Context: an optimization exercise on an open-source flow, tuned for small area, a short achievable clock period and few clock cycles per item. The choices shown serve that exercise and are no tape-out recipe.

Setup of lane 1:
==> flow/design.v <==
module grn_step (input logic [68:0] v, output logic [68:0] y);
assign y[0] = v[40];
assign y[1] = v[40] & ~ v[32];
assign y[2] = v[35] & ~ (v[36] | v[6]);
assign y[3] = ((v[50] | v[33]) & v[36]) & ~ v[2];
assign y[4] = ~ (v[20] & 0);
assign y[5] = (v[48] | v[31]) & ~ (v[33] | v[36]);
assign y[6] = (v[7] | v[8]) & ~ v[21];
assign y[7] = v[17] & ~ (v[10] | v[32]);
assign y[8] = v[13] & ~ (v[21] | v[32]);
assign y[9] = v[46] & ~ v[47];
assign y[10] = v[31];
assign y[11] = v[42] & v[52];
assign y[12] = (v[4] | v[48] | v[26]) & ~ v[20];
assign y[13] = v[30];
assign y[14] = v[34];
assign y[15] = v[28];
assign y[16] = v[64];
assign y[17] = v[52] | v[16];
assign y[18] = v[15];
assign y[19] = v[59];
assign y[20] = ~ (v[14] | v[2]);
assign y[21] = (v[31] | v[48]) & ~ v[43];
assign y[22] = ~ v[23];
assign y[23] = (v[2] | (v[42] & v[52]));
assign y[24] = v[19] & ~ v[49];
assign y[25] = v[1] | v[29];
assign y[26] = ((v[4] | v[15]) & v[25]) & ~ v[20];
assign y[27] = (v[33] & v[2]) & ~ (v[20] | v[0]);
assign y[28] = v[38] | v[40];
assign y[29] = v[9] | v[51] | v[52];
assign y[30] = (v[3] | v[50] | v[9]) & ~ v[5];
assign y[31] = ~ v[22];
assign y[32] = (v[33] | v[44]) & ~ (v[20] | v[6]);
assign y[33] = (v[37] | v[25] | v[0]) & ~ v[27];
assign y[34] = v[11];
assign y[35] = (v[14] | v[39]) & ~ v[37];
assign y[36] = v[9] & ~ v[2];
assign y[37] = v[33] & ~ (v[31] | v[26]);
assign y[38] = v[9] | v[39];
assign y[39] = v[14] | v[19];
assign y[40] = v[52] & ~ v[41];
assign y[41] = v[31] | v[48];
assign y[42] = v[47];
assign y[43] = v[30];
assign y[44] = v[51] & ~ v[26];
assign y[45] = v[44] | v[31];
assign y[46] = v[33] | v[17];
assign y[47] = v[15] | v[52];
assign y[48] = v[24];
assign y[49] = v[48];
assign y[50] = v[7] & ~ v[5];
assign y[51] = v[57] & ~ v[45];
assign y[52] = v[54];
assign y[53] = (v[62] | v[65]) & ~ v[59];
assign y[54] = v[58];
assign y[55] = v[60] & ~ (v[63] | v[57]);
assign y[56] = (v[61] | v[63]) & ~ (v[62] | v[57] | v[60]);
assign y[57] = v[53];
assign y[58] = (v[63] | v[66]) & ~ v[62];
assign y[59] = v[58] | v[65] | v[31];
assign y[60] = v[65] | v[55];
assign y[61] = v[65] | v[58];
assign y[62] = v[53] | v[55];
assign y[63] = v[56] | v[64];
assign y[64] = v[63] & ~ v[57];
assign y[65] = (v[66] | v[54]) & ~ v[62];
assign y[66] = v[31];
assign y[67] = (v[18] & v[12]) & ~ (v[32] | v[6]);
assign y[68] = v[6];
endmodule
module grn_farm #(
	parameter VECTOR_SIZE = 69,
	parameter LS          = 2,          
	parameter LK          = 1           
) (
	input  logic                   clk,
	input  logic                   rst,
	input  logic                   in_valid,
	input  logic [VECTOR_SIZE-1:0] in_conf,
	output logic                   in_ready,
	output logic                   out_valid,
	output logic [VECTOR_SIZE-1:0] out_conf,
	output logic [31:0]            out_transient,
	output logic [31:0]            out_length
);
localparam int S  = 1 << LS;
localparam int K  = 1 << LK;
localparam int LU = LS + LK;
localparam int CW = 32 - LU;
localparam logic [1:0] P_EMPTY = 2'd0;
localparam logic [1:0] P_ONE   = 2'd1;     
localparam logic [1:0] P_TWO   = 2'd2;     
localparam logic [1:0] P_DONE  = 2'd3;
logic [1:0]             ph [S];
logic [VECTOR_SIZE-1:0] A  [S];
logic [VECTOR_SIZE-1:0] B  [S];
logic [VECTOR_SIZE-1:0] C  [S];
logic [K-1:0]           E  [S];     
logic [CW-1:0]          c1 [S];
logic [CW-1:0]          c2 [S];
logic [LU-1:0]          u1 [S];
logic [LU-1:0]          dd [S];     
logic                   bw [S];     
logic                   fresh;      
logic [1:0]             ph_n [S];
logic [VECTOR_SIZE-1:0] A_n  [S];
logic [VECTOR_SIZE-1:0] B_n  [S];
logic [K-1:0]           E_n  [S];
logic [LU-1:0]          u1_n [S];
logic [LU-1:0]          dd_n [S];
logic                   bw_n [S];
genvar s, q;
generate
	for (s = 0; s < S; s = s + 1) begin : gen_stage
		localparam int SP = (s + S - 1) % S;    
		logic [VECTOR_SIZE-1:0] a  [K+1];
		logic [VECTOR_SIZE-1:0] b  [K+1];
		logic [VECTOR_SIZE-1:0] bh [K];
		assign a[0] = A[s];
		assign b[0] = B[s];
		for (q = 0; q < K; q = q + 1) begin : gen_sub
			grn_step step_a  (.v(a[q]),  .y(a[q+1]));
			grn_step step_b1 (.v(b[q]),  .y(bh[q]));
			grn_step step_b2 (.v(bh[q]), .y(b[q+1]));
			if (s == 0 && q == 0) begin : g_first
				assign E_n[s][q] = (a[q] == b[q]) && !fresh;
			end else begin : g_rest
				assign E_n[s][q] = (a[q] == b[q]);
			end
		end
		assign A_n[s] = a[K];
		assign B_n[s] = b[K];
		always_comb begin
			logic [1:0] p;
			p       = ph[s];
			u1_n[s] = u1[s];
			dd_n[s] = dd[s];
			bw_n[s] = bw[s];
			for (int k = 0; k < K; k = k + 1) begin
				if (E[s][k] && p == P_TWO) begin
					p       = P_DONE;
					dd_n[s] = LU'(K*SP + k) - u1_n[s];
					bw_n[s] = LU'(K*SP + k) < u1_n[s];
				end
				if (E[s][k] && p == P_ONE) begin
					p       = P_TWO;
					u1_n[s] = LU'(K*SP + k);
				end
			end
			ph_n[s] = p;
		end
		if (s < S - 1) begin : g_pass
			always_ff @(posedge clk) begin
				if (rst) ph[s+1] <= P_EMPTY;
				else     ph[s+1] <= ph_n[s];
				A[s+1]  <= A_n[s];
				B[s+1]  <= B_n[s];
				C[s+1]  <= C[s];
				E[s+1]  <= E_n[s];
				if (s == 0) begin
					c1[s+1] <= c1[s] + CW'(ph_n[s] == P_ONE && !fresh);
					c2[s+1] <= c2[s] + CW'(ph_n[s] == P_TWO);
				end else begin
					c1[s+1] <= c1[s];
					c2[s+1] <= c2[s];
				end
				u1[s+1] <= u1_n[s];
				dd[s+1] <= dd_n[s];
				bw[s+1] <= bw_n[s];
			end
		end
	end
endgenerate
function automatic logic [1:0] next_phase(input logic [1:0] p, input logic [K-1:0] e);
	logic [1:0] r;
	r = p;
	for (int k = 0; k < K; k = k + 1) begin
		if (e[k] && r == P_TWO)      r = P_DONE;
		else if (e[k] && r == P_ONE) r = P_TWO;
	end
	next_phase = r;
endfunction
logic [1:0] ph_ahead;
assign ph_ahead = next_phase(ph_n[S-2], E_n[S-2]);
logic free;
assign in_ready = free;
always_ff @(posedge clk) begin
	if (rst) begin
		free      <= 1'b1;
		ph[0]     <= P_EMPTY;
		out_valid <= 1'b0;
	end else begin
		free      <= (ph_ahead == P_EMPTY) || (ph_ahead == P_DONE);
		ph[0]     <= free ? (in_valid ? P_ONE : P_EMPTY) : ph_n[S-1];
		out_valid <= (ph_n[S-1] == P_DONE);
	end
	fresh <= free;
	if (free) begin
		A[0]  <= in_conf;
		B[0]  <= in_conf;
		C[0]  <= in_conf;
		E[0]  <= '0;
		c1[0] <= '0;
		c2[0] <= '0;
	end else begin
		A[0]  <= A_n[S-1];
		B[0]  <= B_n[S-1];
		C[0]  <= C[S-1];
		E[0]  <= E_n[S-1];
		c1[0] <= c1[S-1];
		c2[0] <= c2[S-1];
	end
	u1[0] <= u1_n[S-1];
	dd[0] <= dd_n[S-1];
	bw[0] <= bw_n[S-1];
	out_conf      <= C[S-1];
	out_transient <= {c1[S-1], u1_n[S-1]};
	out_length    <= {c2[S-1] - CW'(bw_n[S-1]), dd_n[S-1]};
end
endmodule
clock: 5.0 ns
lec_check: 0
cap_margin: 20
core_margin: 2
core_utilization: 45
cts_cluster_diameter: 80
cts_cluster_size: 25
place_density: 0.6
setup_slack_margin: 2.5
slew_margin: 20
run.sh (not shown) runs the stock make flow with config.mk's settings and CLKGATE_MAP_FILE= SYNTH_SCRIPT=/design/flow/synth_recipe.tcl, a recipe that flattens the netlist after the stock synthesis.
### lane 1 -> lane 2
--- a/flow/design.v
+++ b/flow/design.v
@@ -110,6 +110,10 @@
 logic [LU-1:0]          u1_n [S];
 logic [LU-1:0]          dd_n [S];
 logic                   bw_n [S];
+logic [CW-1:0] c1_inc, c2_inc, c2_dec;
+assign c1_inc = c1[0] + 1'b1;
+assign c2_inc = c2[0] + 1'b1;
+assign c2_dec = c2[S-1] - 1'b1;
 genvar s, q;
 generate
 	for (s = 0; s < S; s = s + 1) begin : gen_stage
@@ -159,8 +163,8 @@
 				C[s+1]  <= C[s];
 				E[s+1]  <= E_n[s];
 				if (s == 0) begin
-					c1[s+1] <= c1[s] + CW'(ph_n[s] == P_ONE && !fresh);
-					c2[s+1] <= c2[s] + CW'(ph_n[s] == P_TWO);
+					c1[s+1] <= (ph_n[s] == P_ONE && !fresh) ? c1_inc : c1[s];
+					c2[s+1] <= (ph_n[s] == P_TWO) ? c2_inc : c2[s];
 				end else begin
 					c1[s+1] <= c1[s];
 					c2[s+1] <= c2[s];
@@ -216,6 +220,6 @@
 	bw[0] <= bw_n[S-1];
 	out_conf      <= C[S-1];
 	out_transient <= {c1[S-1], u1_n[S-1]};
-	out_length    <= {c2[S-1] - CW'(bw_n[S-1]), dd_n[S-1]};
+	out_length    <= {bw_n[S-1] ? c2_dec : c2[S-1], dd_n[S-1]};
 end
 endmodule
--- outcome ---
Looking at lane 2 and lane 1, the via count normalized by instance count is a wash. Diff lane 1 -> lane 2: cell count along the critical path shrank by 12; number of buffers inserted for hold repair after clock tree synthesis level; area growth from synthesis to final layout now smaller; total wire length decreased by 2.7 mm relative to the old numbers.
Function was not checked in any run of this note: the RTL went through the layout flow alone.

==> what the ideal ports hide <==
The results above use ideal ports. As a check the final layouts listed here were re-extracted and re-timed, cells and wires unchanged. Step 1, drivers: a clkbuf_16 drives clk and a buf_2 each remaining input, both assumed. Step 2 adds t to the input delays and takes it off the output delays; t is the mean of the earliest and latest rising clock arrival at the registers after step 1. Input paths then give back, and output paths get back, about the clock's delay inside the block. Slacks: ideal ports / drivers / drivers and shift; pairs: ideal ports / drivers.
run | shift t [ns] | setup slack, ns | worst slew at a driven data input, ns | pins driven straight from the clock port
lane 1 | 0.789 | 2.328 / 2.328 / 2.328 | 0.09 | 1
lane 2 | 0.777 | 2.331 / 2.331 / 2.331 | 0.09 | 1
After both steps setup and hold are still met in every run listed.
